From an optimization exercise on the open Yosys and OpenROAD flow, aimed at small area; shortcuts taken in it are not production practice. Only simulation tests tie the RTL to the original design; equivalence was not proved. Power and IR drop assume default switching activity.

===== design/flow/config.mk =====
export PLATFORM = sky130hd
export DESIGN_NAME = Calculator
export DESIGN_NICKNAME = Calculator
export VERILOG_FILES = /design/flow/design.v
export SDC_FILE = /design/flow/constraint.sdc
export NUM_CORES = 4
export LEC_CHECK = 0
export CAP_MARGIN = 20
export CORE_MARGIN = 2
export CORE_UTILIZATION = 25
export CTS_BUF_LIST = sky130_fd_sc_hd__clkbuf_4
export SLEW_MARGIN = 20

===== design/flow/design.v =====
module Calculator (
    input clk,
    input rst,
    input [1:0] InpNum,
    input InpSign,
    input [1:0] OP,
    output [6:0] InpSeg,
    output [6:0] ResSegUnits,
    output [6:0] ResSegTens,
    output [6:0] ResSegHundreds,
    output [6:0] SignSeg,
    output [6:0] ResSignSeg,
    output reg ZeroFlag,
    output SignFlag,
    output reg zeroResult
);
    reg [2:0] c;
    reg [1:0] pop;
    reg [3:0] U, T;
    reg S;
    wire [3:0] nU, nT;
    wire nS, nZF, nZR, hold;
    wire [2:0] nc;
    calc_comb cc (
        .U(U), .T(T), .S(S), .pop(pop), .c(c), .ni(InpNum), .s(InpSign),
        .nU(nU), .nT(nT), .nS(nS), .nZF(nZF), .nZR(nZR), .nc(nc), .hold(hold), .rst(rst),
        .segU(ResSegUnits), .segT(ResSegTens), .segH(ResSegHundreds), .segI(InpSeg));
    always @(posedge clk) begin
        c <= nc;
        pop <= OP;
        U <= nU;
        T <= nT;
        S <= nS;
        if (!hold) begin
            ZeroFlag <= nZF;
            zeroResult <= nZR;
        end
    end
    assign SignSeg = {InpSign, 6'b111111};
    assign ResSignSeg = {S, 6'b111111};
    assign SignFlag = S;
endmodule
module calc_comb (
    input [3:0] U,
    input [3:0] T,
    input [1:0] pop,
    input [2:0] c,
    input [1:0] ni,
    output [3:0] nU,
    output [3:0] nT,
    output [2:0] nc,
    output [6:0] segU,
    output [6:0] segT,
    output [6:0] segH,
    output [6:0] segI,
    input S,
    input s,
    input rst,
    output nS,
    output nZF,
    output nZR,
    output hold
);
  wire _000_;
  wire _001_;
  wire _002_;
  wire _003_;
  wire _004_;
  wire _005_;
  wire _006_;
  wire _007_;
  wire _008_;
  wire _009_;
  wire _010_;
  wire _011_;
  wire _012_;
  wire _013_;
  wire _014_;
  wire _015_;
  wire _016_;
  wire _017_;
  wire _018_;
  wire _019_;
  wire _020_;
  wire _021_;
  wire _022_;
  wire _023_;
  wire _024_;
  wire _025_;
  wire _026_;
  wire _027_;
  wire _028_;
  wire _029_;
  wire _030_;
  wire _031_;
  wire _032_;
  wire _033_;
  wire _034_;
  wire _035_;
  wire _036_;
  wire _037_;
  wire _038_;
  wire _039_;
  wire _040_;
  wire _041_;
  wire _042_;
  wire _043_;
  wire _044_;
  wire _045_;
  wire _046_;
  wire _047_;
  wire _048_;
  wire _049_;
  wire _050_;
  wire _051_;
  wire _052_;
  wire _053_;
  wire _054_;
  wire _055_;
  wire _056_;
  wire _057_;
  wire _058_;
  wire _059_;
  wire _060_;
  wire _061_;
  wire _062_;
  wire _063_;
  wire _064_;
  wire _065_;
  wire _066_;
  wire _067_;
  wire _068_;
  wire _069_;
  wire _070_;
  wire _071_;
  wire _072_;
  wire _073_;
  wire _074_;
  wire _075_;
  wire _076_;
  wire _077_;
  wire _078_;
  wire _079_;
  wire _080_;
  wire _081_;
  wire _082_;
  wire _083_;
  wire _084_;
  wire _085_;
  wire _086_;
  wire _087_;
  wire _088_;
  wire _089_;
  wire _090_;
  wire _091_;
  wire _092_;
  wire _093_;
  wire _094_;
  wire _095_;
  wire _096_;
  wire _097_;
  wire _098_;
  wire _099_;
  wire _100_;
  wire _101_;
  wire _102_;
  wire _103_;
  wire _104_;
  wire _105_;
  wire _106_;
  wire _107_;
  wire _108_;
  wire _109_;
  wire _110_;
  wire _111_;
  wire _112_;
  wire _113_;
  wire _114_;
  wire _115_;
  wire _116_;
  wire _117_;
  wire _118_;
  wire _119_;
  wire _120_;
  wire _121_;
  wire _122_;
  wire _123_;
  wire _124_;
  wire _125_;
  wire _126_;
  wire _127_;
  wire _128_;
  wire _129_;
  wire _130_;
  wire _131_;
  wire _132_;
  wire _133_;
  wire _134_;
  wire _135_;
  wire _136_;
  wire _137_;
  wire _138_;
  wire _139_;
  wire _140_;
  wire _141_;
  wire _142_;
  wire _143_;
  wire _144_;
  wire _145_;
  wire _146_;
  wire _147_;
  wire _148_;
  wire _149_;
  wire _150_;
  wire _151_;
  wire _152_;
  wire _153_;
  wire _154_;
  wire _155_;
  wire _156_;
  wire _157_;
  wire _158_;
  wire _159_;
  wire _160_;
  wire _161_;
  wire _162_;
  wire _163_;
  wire _164_;
  wire _165_;
  wire _166_;
  wire _167_;
  wire _168_;
  wire _169_;
  wire _170_;
  wire _171_;
  wire _172_;
  wire _173_;
  wire _174_;
  wire _175_;
  wire _176_;
  wire _177_;
  wire _178_;
  wire _179_;
  wire _180_;
  wire _181_;
  wire _182_;
  wire _183_;
  wire _184_;
  wire _185_;
  wire _186_;
  wire _187_;
  wire _188_;
  wire _189_;
  wire _190_;
  wire _191_;
  wire _192_;
  wire _193_;
  wire _194_;
  wire _195_;
  wire _196_;
  wire _197_;
  wire _198_;
  wire _199_;
  wire _200_;
  wire _201_;
  wire _202_;
  wire _203_;
  wire _204_;
  wire _205_;
  wire _206_;
  wire _207_;
  wire _208_;
  wire _209_;
  wire _210_;
  wire _211_;
  wire _212_;
  wire _213_;
  wire _214_;
  wire _215_;
  wire _216_;
  wire _217_;
  wire _218_;
  wire _219_;
  wire _220_;
  wire _221_;
  wire _222_;
  wire _223_;
  wire _224_;
  wire _225_;
  wire _226_;
  wire _227_;
  wire _228_;
  wire _229_;
  wire _230_;
  wire _231_;
  wire _232_;
  wire _233_;
  wire _234_;
  wire _235_;
  wire _236_;
  wire _237_;
  wire _238_;
  wire _239_;
  wire _240_;
  wire _241_;
  wire _242_;
  wire _243_;
  wire _244_;
  wire _245_;
  wire _246_;
  wire _247_;
  wire _248_;
  wire _249_;
  wire _250_;
  wire _251_;
  wire _252_;
  wire _253_;
  wire _254_;
  wire _255_;
  wire _256_;
  wire _257_;
  wire _258_;
  wire _259_;
  wire _260_;
  wire _261_;
  wire _262_;
  wire _263_;
  wire _264_;
  wire _265_;
  wire _266_;
  wire _267_;
  wire _268_;
  wire _269_;
  wire _270_;
  wire _271_;
  wire _272_;
  wire _273_;
  wire _274_;
  wire _275_;
  wire _276_;
  wire _277_;
  wire _278_;
  wire _279_;
  wire _280_;
  wire _281_;
  wire _282_;
  wire _283_;
  wire _284_;
  wire _285_;
  wire _286_;
  wire _287_;
  wire _288_;
  wire _289_;
  wire _290_;
  wire _291_;
  wire _292_;
  wire _293_;
  wire _294_;
  wire _295_;
  wire _296_;
  wire _297_;
  wire _298_;
  wire _299_;
  wire _300_;
  wire _301_;
  wire _302_;
  wire _303_;
  wire _304_;
  wire _305_;
  wire _306_;
  wire _307_;
  wire _308_;
  wire _309_;
  wire _310_;
  wire _311_;
  wire _312_;
  wire _313_;
  wire _314_;
  wire _315_;
  wire _316_;
  wire _317_;
  wire _318_;
  wire _319_;
  wire _320_;
  wire _321_;
  wire _322_;
  wire _323_;
  wire _324_;
  wire _325_;
  wire _326_;
  wire _327_;
  wire _328_;
  wire _329_;
  wire _330_;
  wire _331_;
  wire _332_;
  wire _333_;
  wire _334_;
  wire _335_;
  wire _336_;
  wire _337_;
  wire _338_;
  wire _339_;
  wire _340_;
  wire _341_;
  wire _342_;
  wire _343_;
  wire new_n100;
  wire new_n101;
  wire new_n102;
  wire new_n103;
  wire new_n104;
  wire new_n105;
  wire new_n107;
  wire new_n108;
  wire new_n109;
  wire new_n110;
  wire new_n111;
  wire new_n112;
  wire new_n113;
  wire new_n114;
  wire new_n116;
  wire new_n117;
  wire new_n118;
  wire new_n119;
  wire new_n120;
  wire new_n121;
  wire new_n122;
  wire new_n123;
  wire new_n124;
  wire new_n125;
  wire new_n126;
  wire new_n128;
  wire new_n129;
  wire new_n130;
  wire new_n131;
  wire new_n132;
  wire new_n133;
  wire new_n134;
  wire new_n135;
  wire new_n136;
  wire new_n137;
  wire new_n138;
  wire new_n139;
  wire new_n140;
  wire new_n141;
  wire new_n142;
  wire new_n143;
  wire new_n144;
  wire new_n145;
  wire new_n146;
  wire new_n147;
  wire new_n148;
  wire new_n149;
  wire new_n150;
  wire new_n151;
  wire new_n152;
  wire new_n153;
  wire new_n154;
  wire new_n155;
  wire new_n156;
  wire new_n157;
  wire new_n158;
  wire new_n159;
  wire new_n160;
  wire new_n161;
  wire new_n162;
  wire new_n163;
  wire new_n164;
  wire new_n165;
  wire new_n166;
  wire new_n167;
  wire new_n168;
  wire new_n169;
  wire new_n170;
  wire new_n171;
  wire new_n172;
  wire new_n173;
  wire new_n174;
  wire new_n175;
  wire new_n176;
  wire new_n177;
  wire new_n178;
  wire new_n179;
  wire new_n180;
  wire new_n181;
  wire new_n182;
  wire new_n183;
  wire new_n184;
  wire new_n185;
  wire new_n186;
  wire new_n187;
  wire new_n188;
  wire new_n189;
  wire new_n190;
  wire new_n191;
  wire new_n194;
  wire new_n196;
  wire new_n197;
  wire new_n198;
  wire new_n199;
  wire new_n200;
  wire new_n201;
  wire new_n202;
  wire new_n203;
  wire new_n204;
  wire new_n205;
  wire new_n206;
  wire new_n207;
  wire new_n208;
  wire new_n209;
  wire new_n210;
  wire new_n211;
  wire new_n212;
  wire new_n213;
  wire new_n214;
  wire new_n215;
  wire new_n216;
  wire new_n217;
  wire new_n218;
  wire new_n219;
  wire new_n220;
  wire new_n221;
  wire new_n222;
  wire new_n224;
  wire new_n225;
  wire new_n226;
  wire new_n227;
  wire new_n228;
  wire new_n229;
  wire new_n230;
  wire new_n231;
  wire new_n232;
  wire new_n234;
  wire new_n235;
  wire new_n236;
  wire new_n237;
  wire new_n238;
  wire new_n239;
  wire new_n240;
  wire new_n241;
  wire new_n242;
  wire new_n243;
  wire new_n244;
  wire new_n245;
  wire new_n246;
  wire new_n247;
  wire new_n249;
  wire new_n250;
  wire new_n251;
  wire new_n252;
  wire new_n253;
  wire new_n254;
  wire new_n255;
  wire new_n256;
  wire new_n257;
  wire new_n258;
  wire new_n259;
  wire new_n261;
  wire new_n262;
  wire new_n263;
  wire new_n264;
  wire new_n265;
  wire new_n266;
  wire new_n267;
  wire new_n268;
  wire new_n269;
  wire new_n270;
  wire new_n271;
  wire new_n272;
  wire new_n274;
  wire new_n275;
  wire new_n276;
  wire new_n277;
  wire new_n278;
  wire new_n279;
  wire new_n280;
  wire new_n281;
  wire new_n282;
  wire new_n283;
  wire new_n284;
  wire new_n285;
  wire new_n286;
  wire new_n287;
  wire new_n288;
  wire new_n289;
  wire new_n290;
  wire new_n291;
  wire new_n292;
  wire new_n293;
  wire new_n294;
  wire new_n295;
  wire new_n297;
  wire new_n298;
  wire new_n299;
  wire new_n300;
  wire new_n301;
  wire new_n302;
  wire new_n303;
  wire new_n304;
  wire new_n305;
  wire new_n306;
  wire new_n307;
  wire new_n309;
  wire new_n310;
  wire new_n311;
  wire new_n312;
  wire new_n313;
  wire new_n314;
  wire new_n315;
  wire new_n316;
  wire new_n317;
  wire new_n318;
  wire new_n319;
  wire new_n320;
  wire new_n322;
  wire new_n324;
  wire new_n325;
  wire new_n326;
  wire new_n327;
  wire new_n328;
  wire new_n329;
  wire new_n330;
  wire new_n331;
  wire new_n332;
  wire new_n333;
  wire new_n334;
  wire new_n335;
  wire new_n336;
  wire new_n337;
  wire new_n338;
  wire new_n339;
  wire new_n340;
  wire new_n341;
  wire new_n343;
  wire new_n347;
  wire new_n353;
  wire new_n354;
  wire new_n355;
  wire new_n360;
  wire new_n363;
  wire new_n63;
  wire new_n64;
  wire new_n65;
  wire new_n66;
  wire new_n67;
  wire new_n68;
  wire new_n69;
  wire new_n70;
  wire new_n71;
  wire new_n72;
  wire new_n73;
  wire new_n74;
  wire new_n75;
  wire new_n76;
  wire new_n77;
  wire new_n78;
  wire new_n79;
  wire new_n80;
  wire new_n81;
  wire new_n82;
  wire new_n83;
  wire new_n84;
  wire new_n85;
  wire new_n86;
  wire new_n87;
  wire new_n88;
  wire new_n89;
  wire new_n90;
  wire new_n91;
  wire new_n92;
  wire new_n93;
  wire new_n94;
  wire new_n95;
  wire new_n97;
  wire new_n98;
  wire new_n99;
  assign new_n101 = _000_ & new_n100;
  assign new_n102 = _001_ & _002_;
  assign new_n103 = _003_ & _004_;
  assign new_n104 = _005_ & U[2] ;
  assign new_n105 = _006_ & _007_;
  assign segU[6]  = _008_ & new_n105;
  assign new_n107 = U[0]  & segU[6] ;
  assign new_n108 = new_n86 & _009_;
  assign new_n109 = _010_ & new_n108;
  assign new_n110 = new_n70 & new_n92;
  assign new_n111 = _011_ & _012_;
  assign new_n112 = new_n101 & new_n111;
  assign new_n113 = _013_ & new_n112;
  assign new_n114 = ni[0]  & new_n95;
  assign segI[0]  = ni[0]  & _014_;
  assign new_n116 = new_n97 & _015_;
  assign new_n117 = _016_ & _017_;
  assign new_n118 = pop[0]  & ni[0] ;
  assign new_n119 = _018_ & _019_;
  assign new_n120 = _020_ & ni[0] ;
  assign new_n121 = _021_ & new_n120;
  assign new_n122 = _022_ & _023_;
  assign new_n123 = U[0]  & _024_;
  assign new_n124 = _025_ & _026_;
  assign new_n125 = _027_ & _028_;
  assign new_n126 = _029_ & _030_;
  assign new_n128 = _032_ & _033_;
  assign new_n129 = new_n93 & new_n128;
  assign new_n130 = U[1]  & _034_;
  assign new_n131 = U[2]  & new_n76;
  assign new_n132 = _035_ & _036_;
  assign new_n133 = _037_ & _038_;
  assign new_n134 = _039_ & _040_;
  assign new_n135 = new_n86 & _041_;
  assign new_n136 = _042_ & _043_;
  assign new_n137 = _044_ & new_n136;
  assign new_n138 = _045_ & new_n137;
  assign new_n139 = ni[0]  & new_n66;
  assign new_n140 = new_n73 & _046_;
  assign new_n141 = _047_ & new_n140;
  assign new_n142 = _048_ & _049_;
  assign new_n143 = _050_ & new_n142;
  assign new_n144 = U[0]  & _051_;
  assign new_n145 = pop[0]  & _052_;
  assign new_n146 = _053_ & new_n145;
  assign new_n147 = _054_ & _055_;
  assign new_n148 = _056_ & new_n147;
  assign new_n149 = new_n99 & _057_;
  assign new_n150 = ni[1]  & _058_;
  assign new_n151 = _059_ & _060_;
  assign new_n152 = pop[0]  & s;
  assign new_n153 = _061_ & _062_;
  assign new_n154 = _063_ & _064_;
  assign new_n155 = S & new_n153;
  assign new_n156 = _065_ & _066_;
  assign new_n157 = U[0]  & new_n156;
  assign new_n158 = _067_ & _068_;
  assign new_n159 = new_n121 & _069_;
  assign new_n160 = _070_ & new_n159;
  assign new_n161 = _071_ & _072_;
  assign new_n162 = ni[1]  & new_n160;
  assign new_n163 = _073_ & _074_;
  assign new_n164 = U[1]  & new_n163;
  assign new_n165 = _075_ & _076_;
  assign new_n166 = _077_ & _078_;
  assign new_n167 = U[1]  & _079_;
  assign new_n168 = _080_ & new_n156;
  assign new_n169 = _081_ & _082_;
  assign new_n170 = _083_ & new_n169;
  assign new_n171 = _084_ & _085_;
  assign new_n172 = _086_ & new_n171;
  assign new_n173 = _087_ & new_n171;
  assign new_n174 = _088_ & _089_;
  assign new_n175 = new_n172 & new_n174;
  assign new_n176 = new_n80 & new_n89;
  assign new_n177 = new_n175 & _090_;
  assign new_n178 = _091_ & _092_;
  assign new_n179 = _093_ & new_n178;
  assign new_n180 = U[3]  & _094_;
  assign new_n181 = U[2]  & new_n171;
  assign new_n182 = new_n166 & new_n181;
  assign new_n183 = _095_ & _096_;
  assign new_n184 = _097_ & _098_;
  assign new_n185 = _099_ & _100_;
  assign new_n186 = new_n125 & new_n175;
  assign new_n187 = new_n185 & _101_;
  assign new_n188 = new_n166 & _102_;
  assign new_n189 = _103_ & new_n187;
  assign new_n190 = new_n117 & _104_;
  assign new_n191 = _105_ & new_n190;
  assign new_n194 = new_n128 & new_n176;
  assign nZR = _106_ & new_n194;
  assign new_n196 = U[2]  & _107_;
  assign new_n197 = _108_ & _109_;
  assign new_n198 = _110_ & _111_;
  assign new_n199 = _112_ & new_n184;
  assign new_n200 = _113_ & new_n199;
  assign new_n201 = new_n198 & _114_;
  assign new_n202 = _115_ & _116_;
  assign new_n203 = new_n166 & new_n175;
  assign new_n204 = new_n117 & _117_;
  assign new_n205 = _118_ & new_n204;
  assign new_n206 = new_n71 & _119_;
  assign new_n207 = new_n86 & new_n128;
  assign new_n208 = _120_ & new_n63;
  assign new_n209 = ni[0]  & _121_;
  assign new_n210 = _122_ & _123_;
  assign new_n211 = _124_ & new_n210;
  assign new_n212 = new_n92 & _125_;
  assign new_n213 = _126_ & _127_;
  assign new_n214 = _128_ & new_n213;
  assign new_n215 = new_n101 & _129_;
  assign new_n216 = pop[0]  & new_n100;
  assign new_n217 = _130_ & new_n128;
  assign new_n218 = new_n216 & _131_;
  assign new_n219 = U[0]  & _132_;
  assign new_n220 = _133_ & _134_;
  assign new_n221 = new_n218 & new_n220;
  assign new_n222 = _135_ & _136_;
  assign new_n224 = U[3]  & new_n173;
  assign new_n225 = _138_ & _139_;
  assign new_n226 = _140_ & new_n225;
  assign new_n227 = new_n117 & new_n226;
  assign new_n228 = new_n185 & new_n227;
  assign new_n229 = new_n79 & new_n117;
  assign new_n230 = new_n166 & new_n229;
  assign new_n231 = _141_ & new_n230;
  assign new_n232 = _142_ & new_n231;
  assign segI[2]  = _143_ & ni[1] ;
  assign new_n234 = _144_ & segI[2] ;
  assign new_n235 = _145_ & _146_;
  assign new_n236 = _147_ & new_n116;
  assign new_n237 = _148_ & _149_;
  assign new_n238 = _150_ & _151_;
  assign new_n239 = _152_ & _153_;
  assign new_n240 = _154_ & new_n239;
  assign new_n241 = new_n236 & new_n240;
  assign new_n242 = _155_ & new_n241;
  assign new_n243 = _156_ & _157_;
  assign new_n244 = _158_ & _159_;
  assign new_n245 = new_n218 & new_n244;
  assign new_n246 = _160_ & _161_;
  assign new_n247 = _162_ & new_n246;
  assign new_n249 = T[0]  & _164_;
  assign new_n250 = _165_ & new_n185;
  assign new_n251 = new_n117 & _166_;
  assign new_n252 = _167_ & new_n251;
  assign new_n253 = T[0]  & T[1] ;
  assign new_n254 = ni[0]  & new_n253;
  assign new_n255 = T[1]  & segI[2] ;
  assign new_n256 = _168_ & _169_;
  assign new_n257 = _170_ & _171_;
  assign new_n258 = _172_ & _173_;
  assign new_n259 = new_n236 & _174_;
  assign segU[1]  = _175_ & _176_;
  assign new_n261 = _177_ & _178_;
  assign new_n262 = _179_ & _180_;
  assign new_n263 = _181_ & _182_;
  assign new_n264 = _183_ & _184_;
  assign new_n265 = ni[0]  & _185_;
  assign new_n266 = new_n262 & _186_;
  assign new_n267 = T[0]  & _187_;
  assign new_n268 = _188_ & new_n267;
  assign new_n269 = _189_ & _190_;
  assign new_n270 = _191_ & new_n269;
  assign new_n271 = new_n216 & _192_;
  assign new_n272 = _193_ & _194_;
  assign new_n274 = _196_ & new_n265;
  assign new_n275 = _197_ & _198_;
  assign new_n276 = _199_ & _200_;
  assign new_n277 = _201_ & _202_;
  assign new_n278 = _203_ & _204_;
  assign new_n279 = _205_ & _206_;
  assign new_n280 = _207_ & new_n279;
  assign new_n281 = _208_ & new_n280;
  assign new_n282 = _209_ & new_n278;
  assign new_n283 = new_n184 & new_n253;
  assign new_n284 = _210_ & _211_;
  assign new_n285 = _212_ & new_n284;
  assign new_n286 = T[0]  & _213_;
  assign new_n287 = new_n265 & _214_;
  assign new_n288 = _215_ & new_n287;
  assign new_n289 = _216_ & _217_;
  assign new_n290 = new_n216 & _218_;
  assign new_n291 = new_n117 & new_n285;
  assign new_n292 = _219_ & ni[0] ;
  assign new_n293 = _220_ & _221_;
  assign new_n294 = new_n101 & new_n293;
  assign new_n295 = _222_ & _223_;
  assign new_n297 = T[3]  & _225_;
  assign new_n298 = pop[0]  & _226_;
  assign new_n299 = _227_ & new_n298;
  assign new_n300 = _228_ & _229_;
  assign new_n301 = new_n100 & _230_;
  assign new_n302 = new_n177 & new_n278;
  assign new_n303 = _231_ & _232_;
  assign new_n304 = _233_ & new_n303;
  assign new_n305 = T[2]  & _234_;
  assign new_n306 = new_n117 & _235_;
  assign new_n307 = _236_ & new_n306;
  assign new_n309 = _237_ & _238_;
  assign new_n310 = T[1]  & new_n265;
  assign new_n311 = new_n309 & _239_;
  assign new_n312 = new_n216 & _240_;
  assign new_n313 = T[1]  & _241_;
  assign new_n314 = _242_ & T[2] ;
  assign new_n315 = _243_ & _244_;
  assign new_n316 = _245_ & new_n315;
  assign new_n317 = _246_ & _247_;
  assign new_n318 = T[3]  & new_n316;
  assign new_n319 = new_n117 & _248_;
  assign new_n320 = _249_ & new_n319;
  assign new_n322 = _250_ & _251_;
  assign new_n324 = _252_ & segI[5] ;
  assign new_n325 = _253_ & new_n324;
  assign new_n326 = _254_ & _255_;
  assign new_n327 = _256_ & _257_;
  assign new_n328 = s & _258_;
  assign new_n329 = _259_ & _260_;
  assign new_n330 = _261_ & new_n329;
  assign new_n331 = new_n175 & new_n176;
  assign new_n332 = S & _262_;
  assign new_n333 = U[0]  & _263_;
  assign new_n334 = ni[1]  & _264_;
  assign new_n335 = U[1]  & _265_;
  assign new_n336 = _266_ & segI[5] ;
  assign new_n337 = new_n153 & new_n336;
  assign new_n338 = new_n194 & new_n337;
  assign new_n339 = _267_ & new_n338;
  assign new_n340 = new_n98 & _268_;
  assign new_n341 = _269_ & new_n340;
  assign nS = _270_ & _271_;
  assign new_n343 = _272_ & pop[1] ;
  assign nZF = _273_ & new_n343;
  assign nc[0]  = _274_ & _275_;
  assign nc[1]  = c[0]  & _276_;
  assign new_n347 = _277_ & _278_;
  assign nc[2]  = _279_ & _280_;
  assign segU[0]  = new_n102 & _281_;
  assign segU[2]  = _282_ & new_n66;
  assign new_n353 = T[0]  & _283_;
  assign new_n354 = new_n315 & new_n353;
  assign new_n355 = _284_ & new_n314;
  assign segT[0]  = _285_ & segT[3] ;
  assign segT[1]  = T[2]  & new_n279;
  assign segT[2]  = _286_ & new_n313;
  assign new_n360 = _287_ & _288_;
  assign new_n363 = _290_ & _291_;
  assign segT[6]  = _292_ & _293_;
  assign segH[0]  = T[1]  & T[3] ;
  assign segH[2]  = T[3]  & new_n314;
  assign segH[5]  = T[3]  & _294_;
  assign new_n63 = _295_ & _296_;
  assign new_n64 = _297_ & U[2] ;
  assign new_n65 = _298_ & new_n64;
  assign new_n66 = U[1]  & _299_;
  assign new_n67 = _300_ & ni[0] ;
  assign new_n68 = _301_ & new_n67;
  assign new_n69 = _302_ & new_n68;
  assign new_n70 = _303_ & _304_;
  assign new_n71 = U[3]  & _305_;
  assign new_n72 = U[0]  & _306_;
  assign new_n73 = _307_ & _308_;
  assign new_n74 = new_n70 & _309_;
  assign new_n75 = U[1]  & ni[0] ;
  assign new_n76 = _310_ & _311_;
  assign new_n77 = _312_ & ni[0] ;
  assign new_n78 = new_n76 & _313_;
  assign new_n79 = _314_ & _315_;
  assign new_n80 = _316_ & _317_;
  assign new_n81 = _318_ & _319_;
  assign new_n82 = _320_ & _321_;
  assign new_n83 = _322_ & _323_;
  assign new_n84 = T[0]  & _324_;
  assign new_n85 = ni[0]  & _325_;
  assign new_n86 = _326_ & new_n85;
  assign new_n87 = T[2]  & ni[0] ;
  assign new_n88 = _327_ & _328_;
  assign new_n89 = _329_ & _330_;
  assign new_n90 = ni[0]  & _331_;
  assign new_n91 = T[0]  & new_n90;
  assign new_n92 = _332_ & _333_;
  assign new_n93 = _334_ & _335_;
  assign new_n94 = new_n79 & new_n93;
  assign new_n95 = _336_ & _337_;
  assign hold = _338_ & c[2] ;
  assign new_n97 = pop[1]  & _339_;
  assign new_n98 = _340_ & _341_;
  assign new_n99 = ni[1]  & _342_;
  assign new_n100 = _343_ & new_n99;
  assign _000_ = ~ pop[0] ;
  assign _001_ = ~ U[1] ;
  assign _002_ = ~ U[3] ;
  assign _003_ = ~ U[2] ;
  assign _004_ = ~ new_n102;
  assign _005_ = ~ U[0] ;
  assign _006_ = ~ new_n64;
  assign _007_ = ~ new_n104;
  assign _008_ = ~ new_n103;
  assign _009_ = ~ new_n103;
  assign _010_ = ~ new_n107;
  assign _011_ = ~ new_n109;
  assign _012_ = ~ new_n110;
  assign _013_ = ~ new_n94;
  assign _014_ = ~ ni[1] ;
  assign _015_ = ~ segI[0] ;
  assign _016_ = ~ new_n95;
  assign _017_ = ~ new_n116;
  assign _018_ = ~ new_n117;
  assign _019_ = ~ new_n118;
  assign _020_ = ~ pop[1] ;
  assign _021_ = ~ hold;
  assign _022_ = ~ new_n119;
  assign _023_ = ~ new_n121;
  assign _024_ = ~ new_n122;
  assign _025_ = ~ U[0] ;
  assign _026_ = ~ new_n121;
  assign _027_ = ~ new_n123;
  assign _028_ = ~ new_n124;
  assign _029_ = ~ new_n114;
  assign _030_ = ~ new_n125;
  assign _031_ = ~ new_n126;
  assign _032_ = ~ U[2] ;
  assign _033_ = ~ U[3] ;
  assign _034_ = ~ new_n92;
  assign _035_ = ~ new_n64;
  assign _036_ = ~ new_n76;
  assign _037_ = ~ new_n131;
  assign _038_ = ~ new_n132;
  assign _039_ = ~ new_n130;
  assign _040_ = ~ new_n133;
  assign _041_ = ~ new_n128;
  assign _042_ = ~ pop[0] ;
  assign _043_ = ~ new_n135;
  assign _044_ = ~ new_n134;
  assign _045_ = ~ new_n129;
  assign _046_ = ~ new_n139;
  assign _047_ = ~ new_n131;
  assign _048_ = ~ U[2] ;
  assign _049_ = ~ new_n71;
  assign _050_ = ~ new_n75;
  assign _051_ = ~ new_n143;
  assign _052_ = ~ new_n144;
  assign _053_ = ~ new_n141;
  assign _054_ = ~ new_n95;
  assign _055_ = ~ new_n146;
  assign _056_ = ~ new_n138;
  assign _057_ = ~ new_n148;
  assign _058_ = ~ hold;
  assign _059_ = ~ pop[0] ;
  assign _060_ = ~ s;
  assign _061_ = ~ new_n151;
  assign _062_ = ~ new_n152;
  assign _063_ = ~ S;
  assign _064_ = ~ new_n153;
  assign _065_ = ~ new_n154;
  assign _066_ = ~ new_n155;
  assign _067_ = ~ U[0] ;
  assign _068_ = ~ new_n156;
  assign _069_ = ~ new_n158;
  assign _070_ = ~ new_n157;
  assign _071_ = ~ new_n150;
  assign _072_ = ~ new_n160;
  assign _073_ = ~ new_n161;
  assign _074_ = ~ new_n162;
  assign _075_ = ~ U[1] ;
  assign _076_ = ~ new_n163;
  assign _077_ = ~ new_n164;
  assign _078_ = ~ new_n165;
  assign _079_ = ~ new_n156;
  assign _080_ = ~ U[1] ;
  assign _081_ = ~ new_n167;
  assign _082_ = ~ new_n168;
  assign _083_ = ~ new_n162;
  assign _084_ = ~ new_n161;
  assign _085_ = ~ new_n170;
  assign _086_ = ~ U[2] ;
  assign _087_ = ~ new_n156;
  assign _088_ = ~ U[3] ;
  assign _089_ = ~ new_n173;
  assign _090_ = ~ new_n176;
  assign _091_ = ~ U[2] ;
  assign _092_ = ~ new_n171;
  assign _093_ = ~ new_n166;
  assign _094_ = ~ new_n179;
  assign _095_ = ~ new_n180;
  assign _096_ = ~ new_n182;
  assign _097_ = ~ new_n156;
  assign _098_ = ~ new_n183;
  assign _099_ = ~ new_n177;
  assign _100_ = ~ new_n184;
  assign _101_ = ~ new_n186;
  assign _102_ = ~ new_n187;
  assign _103_ = ~ new_n166;
  assign _104_ = ~ new_n189;
  assign _105_ = ~ new_n188;
  assign _106_ = ~ segU[5] ;
  assign _107_ = ~ new_n171;
  assign _108_ = ~ new_n172;
  assign _109_ = ~ new_n196;
  assign _110_ = ~ nZR;
  assign _111_ = ~ new_n197;
  assign _112_ = ~ new_n166;
  assign _113_ = ~ new_n198;
  assign _114_ = ~ new_n199;
  assign _115_ = ~ new_n200;
  assign _116_ = ~ new_n201;
  assign _117_ = ~ new_n203;
  assign _118_ = ~ new_n202;
  assign _119_ = ~ new_n92;
  assign _120_ = ~ U[3] ;
  assign _121_ = ~ new_n128;
  assign _122_ = ~ new_n66;
  assign _123_ = ~ new_n209;
  assign _124_ = ~ new_n208;
  assign _125_ = ~ new_n211;
  assign _126_ = ~ new_n207;
  assign _127_ = ~ new_n212;
  assign _128_ = ~ new_n206;
  assign _129_ = ~ new_n214;
  assign _130_ = ~ U[1] ;
  assign _131_ = ~ new_n217;
  assign _132_ = ~ new_n76;
  assign _133_ = ~ new_n104;
  assign _134_ = ~ new_n219;
  assign _135_ = ~ new_n215;
  assign _136_ = ~ new_n221;
  assign _137_ = ~ new_n222;
  assign _138_ = ~ new_n172;
  assign _139_ = ~ new_n174;
  assign _140_ = ~ new_n224;
  assign _141_ = ~ new_n226;
  assign _142_ = ~ new_n185;
  assign _143_ = ~ ni[0] ;
  assign _144_ = ~ new_n64;
  assign _145_ = ~ new_n86;
  assign _146_ = ~ new_n234;
  assign _147_ = ~ new_n95;
  assign _148_ = ~ T[2] ;
  assign _149_ = ~ segI[2] ;
  assign _150_ = ~ T[0] ;
  assign _151_ = ~ new_n237;
  assign _152_ = ~ pop[0] ;
  assign _153_ = ~ new_n128;
  assign _154_ = ~ new_n238;
  assign _155_ = ~ new_n235;
  assign _156_ = ~ new_n72;
  assign _157_ = ~ new_n104;
  assign _158_ = ~ new_n76;
  assign _159_ = ~ new_n243;
  assign _160_ = ~ new_n242;
  assign _161_ = ~ new_n245;
  assign _162_ = ~ new_n232;
  assign _163_ = ~ new_n247;
  assign _164_ = ~ new_n185;
  assign _165_ = ~ T[0] ;
  assign _166_ = ~ new_n250;
  assign _167_ = ~ new_n249;
  assign _168_ = ~ new_n87;
  assign _169_ = ~ new_n255;
  assign _170_ = ~ pop[0] ;
  assign _171_ = ~ new_n256;
  assign _172_ = ~ new_n254;
  assign _173_ = ~ new_n257;
  assign _174_ = ~ new_n258;
  assign _175_ = ~ new_n65;
  assign _176_ = ~ new_n105;
  assign _177_ = ~ new_n131;
  assign _178_ = ~ segU[1] ;
  assign _179_ = ~ U[3] ;
  assign _180_ = ~ new_n261;
  assign _181_ = ~ new_n128;
  assign _182_ = ~ new_n262;
  assign _183_ = ~ T[0] ;
  assign _184_ = ~ new_n263;
  assign _185_ = ~ new_n264;
  assign _186_ = ~ new_n265;
  assign _187_ = ~ new_n81;
  assign _188_ = ~ new_n262;
  assign _189_ = ~ new_n71;
  assign _190_ = ~ new_n268;
  assign _191_ = ~ new_n266;
  assign _192_ = ~ new_n270;
  assign _193_ = ~ new_n259;
  assign _194_ = ~ new_n271;
  assign _195_ = ~ new_n272;
  assign _196_ = ~ new_n262;
  assign _197_ = ~ ni[0] ;
  assign _198_ = ~ new_n80;
  assign _199_ = ~ new_n90;
  assign _200_ = ~ new_n275;
  assign _201_ = ~ new_n274;
  assign _202_ = ~ new_n276;
  assign _203_ = ~ T[0] ;
  assign _204_ = ~ T[1] ;
  assign _205_ = ~ new_n253;
  assign _206_ = ~ new_n278;
  assign _207_ = ~ new_n184;
  assign _208_ = ~ new_n250;
  assign _209_ = ~ new_n177;
  assign _210_ = ~ new_n282;
  assign _211_ = ~ new_n283;
  assign _212_ = ~ new_n281;
  assign _213_ = ~ new_n128;
  assign _214_ = ~ new_n286;
  assign _215_ = ~ new_n285;
  assign _216_ = ~ new_n277;
  assign _217_ = ~ new_n288;
  assign _218_ = ~ new_n289;
  assign _219_ = ~ T[3] ;
  assign _220_ = ~ new_n81;
  assign _221_ = ~ new_n292;
  assign _222_ = ~ new_n291;
  assign _223_ = ~ new_n294;
  assign _224_ = ~ new_n295;
  assign _225_ = ~ ni[0] ;
  assign _226_ = ~ new_n83;
  assign _227_ = ~ new_n287;
  assign _228_ = ~ new_n297;
  assign _229_ = ~ new_n299;
  assign _230_ = ~ new_n300;
  assign _231_ = ~ new_n283;
  assign _232_ = ~ new_n302;
  assign _233_ = ~ T[2] ;
  assign _234_ = ~ new_n303;
  assign _235_ = ~ new_n305;
  assign _236_ = ~ new_n304;
  assign _237_ = ~ T[2] ;
  assign _238_ = ~ T[3] ;
  assign _239_ = ~ new_n310;
  assign _240_ = ~ new_n311;
  assign _241_ = ~ T[2] ;
  assign _242_ = ~ T[1] ;
  assign _243_ = ~ new_n313;
  assign _244_ = ~ new_n314;
  assign _245_ = ~ new_n303;
  assign _246_ = ~ T[3] ;
  assign _247_ = ~ new_n316;
  assign _248_ = ~ new_n318;
  assign _249_ = ~ new_n317;
  assign _250_ = ~ S;
  assign _251_ = ~ s;
  assign _252_ = ~ new_n322;
  assign _253_ = ~ nZR;
  assign _254_ = ~ new_n95;
  assign _255_ = ~ new_n325;
  assign _256_ = ~ S;
  assign _257_ = ~ new_n95;
  assign _258_ = ~ new_n327;
  assign _259_ = ~ new_n98;
  assign _260_ = ~ new_n328;
  assign _261_ = ~ new_n326;
  assign _262_ = ~ new_n331;
  assign _263_ = ~ ni[0] ;
  assign _264_ = ~ new_n333;
  assign _265_ = ~ new_n334;
  assign _266_ = ~ hold;
  assign _267_ = ~ new_n335;
  assign _268_ = ~ new_n339;
  assign _269_ = ~ new_n332;
  assign _270_ = ~ new_n330;
  assign _271_ = ~ new_n341;
  assign _272_ = ~ pop[0] ;
  assign _273_ = ~ segI[5] ;
  assign _274_ = ~ c[2] ;
  assign _275_ = ~ rst;
  assign _276_ = ~ rst;
  assign _277_ = ~ c[1] ;
  assign _278_ = ~ c[2] ;
  assign _279_ = ~ rst;
  assign _280_ = ~ new_n347;
  assign _281_ = ~ new_n243;
  assign _282_ = ~ U[0] ;
  assign _283_ = ~ T[3] ;
  assign _284_ = ~ T[0] ;
  assign _285_ = ~ T[1] ;
  assign _286_ = ~ T[0] ;
  assign _287_ = ~ new_n84;
  assign _288_ = ~ new_n314;
  assign _289_ = ~ new_n360;
  assign _290_ = ~ new_n253;
  assign _291_ = ~ new_n309;
  assign _292_ = ~ new_n313;
  assign _293_ = ~ new_n363;
  assign _294_ = ~ new_n89;
  assign segH[6]  = ~ segH[2] ;
  assign segI[6]  = ~ ni[1] ;
  assign _295_ = ~ U[1] ;
  assign _296_ = ~ ni[0] ;
  assign _297_ = ~ U[1] ;
  assign _298_ = ~ U[0] ;
  assign _299_ = ~ U[2] ;
  assign _300_ = ~ U[3] ;
  assign _301_ = ~ new_n66;
  assign _302_ = ~ new_n65;
  assign _303_ = ~ new_n63;
  assign _304_ = ~ new_n69;
  assign _305_ = ~ ni[0] ;
  assign _306_ = ~ U[2] ;
  assign _307_ = ~ new_n71;
  assign _308_ = ~ new_n72;
  assign _309_ = ~ new_n73;
  assign _310_ = ~ new_n63;
  assign _311_ = ~ new_n75;
  assign _312_ = ~ U[2] ;
  assign _313_ = ~ new_n77;
  assign _314_ = ~ new_n74;
  assign _315_ = ~ new_n78;
  assign _316_ = ~ T[0] ;
  assign _317_ = ~ T[3] ;
  assign _318_ = ~ T[2] ;
  assign _319_ = ~ ni[0] ;
  assign _320_ = ~ new_n80;
  assign _321_ = ~ new_n81;
  assign _322_ = ~ T[1] ;
  assign _323_ = ~ new_n82;
  assign _324_ = ~ T[2] ;
  assign _325_ = ~ new_n84;
  assign _326_ = ~ new_n83;
  assign _327_ = ~ T[0] ;
  assign _328_ = ~ new_n87;
  assign _329_ = ~ T[1] ;
  assign _330_ = ~ T[2] ;
  assign _331_ = ~ new_n89;
  assign _332_ = ~ new_n88;
  assign _333_ = ~ new_n91;
  assign _334_ = ~ new_n86;
  assign _335_ = ~ new_n92;
  assign _336_ = ~ c[0] ;
  assign _337_ = ~ c[2] ;
  assign _338_ = ~ c[1] ;
  assign _339_ = ~ hold;
  assign _340_ = ~ new_n95;
  assign _341_ = ~ new_n97;
  assign _342_ = ~ new_n98;
  assign _343_ = ~ new_n95;
  assign nU[0]  = new_n113 | _031_;
  assign nU[1]  = new_n149 | new_n191;
  assign segU[5]  = new_n66 | new_n107;
  assign nU[2]  = new_n205 | _137_;
  assign nU[3]  = new_n228 | _163_;
  assign nT[0]  = new_n252 | _195_;
  assign nT[1]  = new_n290 | _224_;
  assign nT[2]  = new_n301 | new_n307;
  assign nT[3]  = new_n312 | new_n320;
  assign segI[5]  = ni[0]  | ni[1] ;
  assign segU[3]  = new_n65 | new_n107;
  assign segU[4]  = U[0]  | new_n64;
  assign segT[3]  = new_n354 | new_n355;
  assign segT[4]  = new_n353 | _289_;
  assign segT[5]  = new_n313 | new_n354;
  assign segI[4]  = ni[0] ;
  assign segI[3]  = segI[0] ;
  assign segI[1]  = 1'h0;
  assign segH[4]  = segH[0] ;
  assign segH[3]  = segH[0] ;
  assign segH[1]  = 1'h0;
endmodule

===== design/flow/constraint.sdc =====
create_clock -name core_clock -period 20.0 [get_ports {clk}]
set_input_delay 4.0000 -clock core_clock [delete_from_list [all_inputs] [get_ports {clk}]]
set_output_delay 4.0000 -clock core_clock [all_outputs]
set_load 0.01 [all_outputs]

===== design/flow/standard.sh =====
#!/bin/bash
# synth_recipe.tcl (not shown) runs the flow's synth.tcl, then flattens the netlist and writes it again
# the make line also repeats each setting of config.mk as NAME=value (left out here)
make -C /OpenROAD-flow-scripts/flow DESIGN_CONFIG=/design/flow/config.mk WORK_HOME=/design/flow/orfs CLKGATE_MAP_FILE= SYNTH_SCRIPT=/design/flow/synth_recipe.tcl "${@:-finish}"

===== design/flow/flow/run.sh =====
#!/bin/bash
# Own layout flow: the standard synthesis, then an area-oriented re-mapping of the
# combinational logic (registers and tie cells kept as the standard synthesis made them),
# then the standard layout with the smallest buffer on each port, and one tie cell per
# constant value instead of one per constant output.
set -uo pipefail
W=$(pwd)
R=$W/orfs/results/$FLOW_PLATFORM/Calculator/base
LIB=$FLOW_HOME/platforms/$FLOW_PLATFORM/lib/sky130_fd_sc_hd__tt_025C_1v80.lib
bash standard.sh synth > $W/log_standard_synth.txt 2>&1 || exit 1
cp $R/1_2_yosys.v $W/std_1_2_yosys.v
# candidate ABC scripts for the re-mapping; the smallest result that completes is used
# (mfs3 sometimes stops on an internal assertion, so several seeds and a plain one are tried)
S1='dch -f\namap -F 5 -A 4\ntopo\nmfs3 -ae\ntopo'
S2='dch -f\namap -F 5 -A 4\ntopo\nmfs3 -a\ntopo'
S3='dch -f\namap -F 10 -A 10\ntopo\nmfs3 -a\ntopo'
S4='dch -f\namap -F 5 -A 4\ntopo'
S5='dch -f\nmap -a\ntopo\nmfs3 -a\ntopo'
S6='dch -f\nmap -a\ntopo'
# each mapping script with the default &deepsyn seed, and the first one with a few more seeds
N=0
for ks in 1:0 2:0 3:0 4:0 5:0 6:0 1:5 1:17 1:29 1:41 1:53 1:67; do
  N=$((N+1))
  k=${ks%%:*}; sd=${ks##*:}
  eval "m=\$S$k"
  printf 'strash\n&get -n\n&deepsyn -T 30 -S %d\n&put\n%b\n' $sd "$m" > $W/remap$N.abc
done
run_one() {
local i=$1
cat > $W/remap$i.ys <<EOY
read_liberty -ignore_miss_func $LIB
read_verilog $W/std_1_2_yosys.v
hierarchy -top $FLOW_TOP
blackbox sky130_fd_sc_hd__*df* sky130_fd_sc_hd__conb_1
flatten
hierarchy -top $FLOW_TOP
opt_clean
abc -liberty $LIB -script $W/remap$i.abc -dont_use sky130_fd_sc_hd__probe* -dont_use sky130_fd_sc_hd__lpflow*
opt_clean
tee -o $W/remap$i.stat stat -liberty $LIB
hilomap -singleton -hicell sky130_fd_sc_hd__conb_1 HI -locell sky130_fd_sc_hd__conb_1 LO
insbuf -buf sky130_fd_sc_hd__buf_1 A X
splitnets
opt_clean -purge
write_verilog -noattr -nohex -nodec $W/remap$i.v
EOY
yosys -s $W/remap$i.ys > $W/log_remap${i}_yosys.txt 2>&1
}
for i in $(seq 1 $N); do
  run_one $i &
  if [ $((i % 4)) = 0 ]; then wait; fi
done
wait
best=""; besta=""
for i in $(seq 1 $N); do
  if [ -s $W/remap$i.v ] && [ -s $W/remap$i.stat ] && ! grep -q "ERROR" $W/log_remap${i}_yosys.txt; then
    a=$(awk '/Chip area/{print $NF}' $W/remap$i.stat)
    echo "remap $i: area $a" >> $W/log_remap_choice.txt
    if [ -z "$best" ] || awk "BEGIN{exit !($a < $besta)}"; then best=$i; besta=$a; fi
  else
    echo "remap $i: failed" >> $W/log_remap_choice.txt
  fi
done
if [ -n "$best" ]; then
  echo "using remap $best" >> $W/log_remap_choice.txt
  cp $W/remap$best.v $R/1_2_yosys.v
  touch $R/1_2_yosys.v
fi
bash standard.sh 'BUFFER_PORTS_ARGS=-buffer_cell sky130_fd_sc_hd__buf_1' SKIP_REPAIR_TIE_FANOUT=1 finish > $W/log_standard_finish.txt 2>&1

==> metrics.csv <==
stage;metric;value;unit
sta;finalClockSkew;10.3;ps
route;drt_wl_total;4440;um
clock_tree;clk_pin_slew;80;ps
power_and_ir_drop;power_density;89.9;nW/um2
place;dp.cells;327;
clock_tree;clkLatencyLatePin;290;ps
clock_tree;cts_tree;yes;
sta;maxSlewViolCount;0;
worst_setup_path;cp-start-kind;input port;
sta;min_period;9060;ps
worst_setup_path;critPathArrivalTime;5060;ps
worst_setup_path;rr_endpoint;T[2]$_DFF_P_;
worst_setup_path;worst-path-stages;5;
die;core_region_area;5510;um2
worst_setup_path;crit_buf_inv;4;
worst_hold_path;hold_class;reg2reg;
worst_hold_path;hp-start;c[2]$_DFF_P_;
clock_tree;hold_buffers;0;
die;rows;27;
clock_tree;htree_levels;1;
cells_and_area;syn2layout_area_growth;13.4;%
worst_setup_path;crit_path_end_kind;output port;
route;drtAntennaViolNets;0;
cells_and_area;seqCellArea;340;um2
worst_setup_path;cp.required;16000;ps
clock_tree;cts_inserted_buffers;3;
route;wire_per_inst;13.4;um
place;place_congestion;0.898;
sta;worst_slew_pin_slew;575;ps
clock_tree;clk_path_buf_depth;2;
global_route;grt_max_degree;18;
worst_setup_path;crit_end;InpSeg[3];
sta;max_freq;110;MHz
worst_setup_path;crit_path_max_incr_delay;340;ps
die;die_h;79.7;um
clock_tree;clockRootBuffer;clkbuf_4;
worst_setup_path;worst-setup-path-type;in2out;
logic_synthesis;synth_area_per_cell;6.04;um2
sta;hold_viol;0;
worst_setup_path;critPathSlowestCell;clkinv_1;
cells_and_area;fillers;637;
sta;setup_viol;0;
logic_synthesis;yosysWarnings;1;
cells_and_area;multi_input_area;922;um2
route;drc_errors;0;
cells_and_area;layout.nets;267;
logic_synthesis;synth_nets;244;
route;drt_iter0_drc;141;
status;status;no timing/DRC/antenna violations;
worst_setup_path;worst-r2r-cell-count;18;
cells_and_area;num_antenna_cells;0;
place;place.port_buffers;37;
global_route;grt_pass1_vias;1568;
die;die_w;79.7;um
sta;period_share;45.3;%
worst_setup_path;r2r_start;pop[0]$_DFF_P_;
global_route;grt-ovfl-total;0;
logic_synthesis;syn-instance-count;237;
worst_setup_path;crit_family;buffers and inverters;
route;via_count;1778;
worst_setup_path;cp_max_fo;17;
power_and_ir_drop;power.leakage;0.544;nW
route;firstDrtPassIters;6;
die;io_pins;52;
clock_tree;clkSinkCount;16;
global_route;antenna_found_initial;0;
sta;relSlewSlack;61.5;%
power_and_ir_drop;ir_drop;0.0000208;V
place;dp_hpwl;3380;um
sta;final.setup.tns;0;ps
worst_setup_path;cpMostUsedCell;buf_1;
global_route;track_usage;14.0;%
die;die_area;6350;um2
clock_tree;cts_resized;0;
worst_setup_path;cp_cell_sequence;buf_1 > buf_4 > clkinv_1 > nor2_1 > buf_1;
job;drv_cap;0;
sta;rsz0062_at_grt;no;
clock_tree;cts_setup_buffers;0;
global_route;grt_pass1_wl;7180;um
die;initial_core_util;26.0;%
worst_setup_path;r2r_slack;16300;ps
worst_setup_path;cp-startpoint;InpNum[0];
cells_and_area;instances_no_fill;331;
cells_and_area;drive_gt1_share;1.93;%
logic_synthesis;syn_area;1430;um2
route;vias_per_cell;5.37;
## metrics by stage
stage / hold slack [ps] / setup slack, ps / util (%) / total power [W] / area, um2
global route: 480 / 10770 / 29.5 / 0.000159 / 1620
floorplan: 421 / 11330 / - / 0.000104 / 1430
global placement: 438 / 10950 / 28.9 / 0.000127 / 1590
detailed placement: 444 / 10930 / 28.9 / 0.000126 / 1590
finish: 454 / 10940 / 29.5 / 0.000146 / 1620
CTS: 459 / 10930 / 29.5 / 0.000145 / 1620
## how the worst min path moves through the flow
stage | endpoint | slack (ps) | cells past startpoint
3_5_place_dp | c[0]$_DFF_P_ | 440 | 1
6_report | c[0]$_DFF_P_ | 450 | 1
3_3_place_gp | c[0]$_DFF_P_ | 440 | 1
2_1_floorplan | c[0]$_DFF_P_ | 420 | 1
5_1_grt | c[1]$_DFF_P_ | 480 | 1
4_1_cts | c[0]$_DFF_P_ | 460 | 1
## cell type report
type	count	share of cell area, %
timing repair buffer	38	9.02
clock buffer	4	1.85
sequential	16	21.0
tap	72	5.55
multi-input combinational	176	56.8
inverter	25	5.78
## layout by cell type, fill, tap and decap left out, drive strengths merged, types with 3 or more instances in the layout
cell    count
nand2      17
o21bai      4
o221ai      6
o22ai       5
nor2       50
a21oi      18
o311ai      3
a211oi      3
clkinv     25
clkbuf      4
a31oi       5
o21ai      28
nand2b      4
nor2b       4
buf        38
nand3       4
dfxtp      14
o21a        3
nor3        7
## metal layers
layer / vias to the layer above / part of all wire [%] / global-route usage, %
met5: - / 0 / 0
met4: 0 / 1.3 / 3.79
met3: 6 / 10 / 3.39
met2: 104 / 45 / 23.3
met1: 790 / 43 / 18.1
li1: 878 / - / -
## where the power goes
group | total [W] | internal, W | leakage, nW | switching, W
clock | 0.0000190 | 0.00000911 | 0.0184 | 0.00000991
sequential | 0.0000471 | 0.0000375 | 0.138 | 0.00000957
combinational | 0.0000797 | 0.0000264 | 0.388 | 0.0000533
total | 0.000146 | 0.0000731 | 0.544 | 0.0000728
## sequential cells by signal, summed over array words and instances (netlist names)
register,flops
ZeroFlag,1
U,4
S,1
T,4
pop,2
zeroResult,1
c,3
## worst register-to-register path, cell delays in order, from the launching register on
cell and delay [ps]:
dfxtp_1 370, clkinv_1 210, nor2_1 150, a21oi_1 70, o21ai_0 420, clkinv_1 240, o221ai_1 290, nor2_1 70
o21ai_0 230, nor2_1 80, o21ai_0 380, o21ai_0 190, nor2_1 200, clkinv_1 110, o22ai_1 220, nand2_1 130
nor2_1 100, a21oi_1 40, o21ai_0 150

-- static timing again, ports no longer ideal --
In the flow no input, the clock included, has a driving cell. The finished layout below was timed again as built, in two steps.
Step 1 assumes that a clkbuf_16 drives the clock port and a buf_2 every other input.
Step 2 also shifts input and output timing later by t, the mid clock arrival at the registers, as if the neighbouring blocks saw the same clock.
Slacks: ideal / step 1 / step 2; pairs: ideal / step 1.
t, ns: 0.307
slack for setup (ns): 10.945 / 10.923 / 10.923
latest minus earliest clock arrival (ns): 0.010 / 0.011
slew at the worst register clock pin (ns): 0.09 / 0.09
worst slew at a driven data input, ns: 0.03
After both steps setup and hold are still met in this run. For this run, drivers alone change the setup slack by -0.022 ns; drivers and shift together by -0.022 ns.
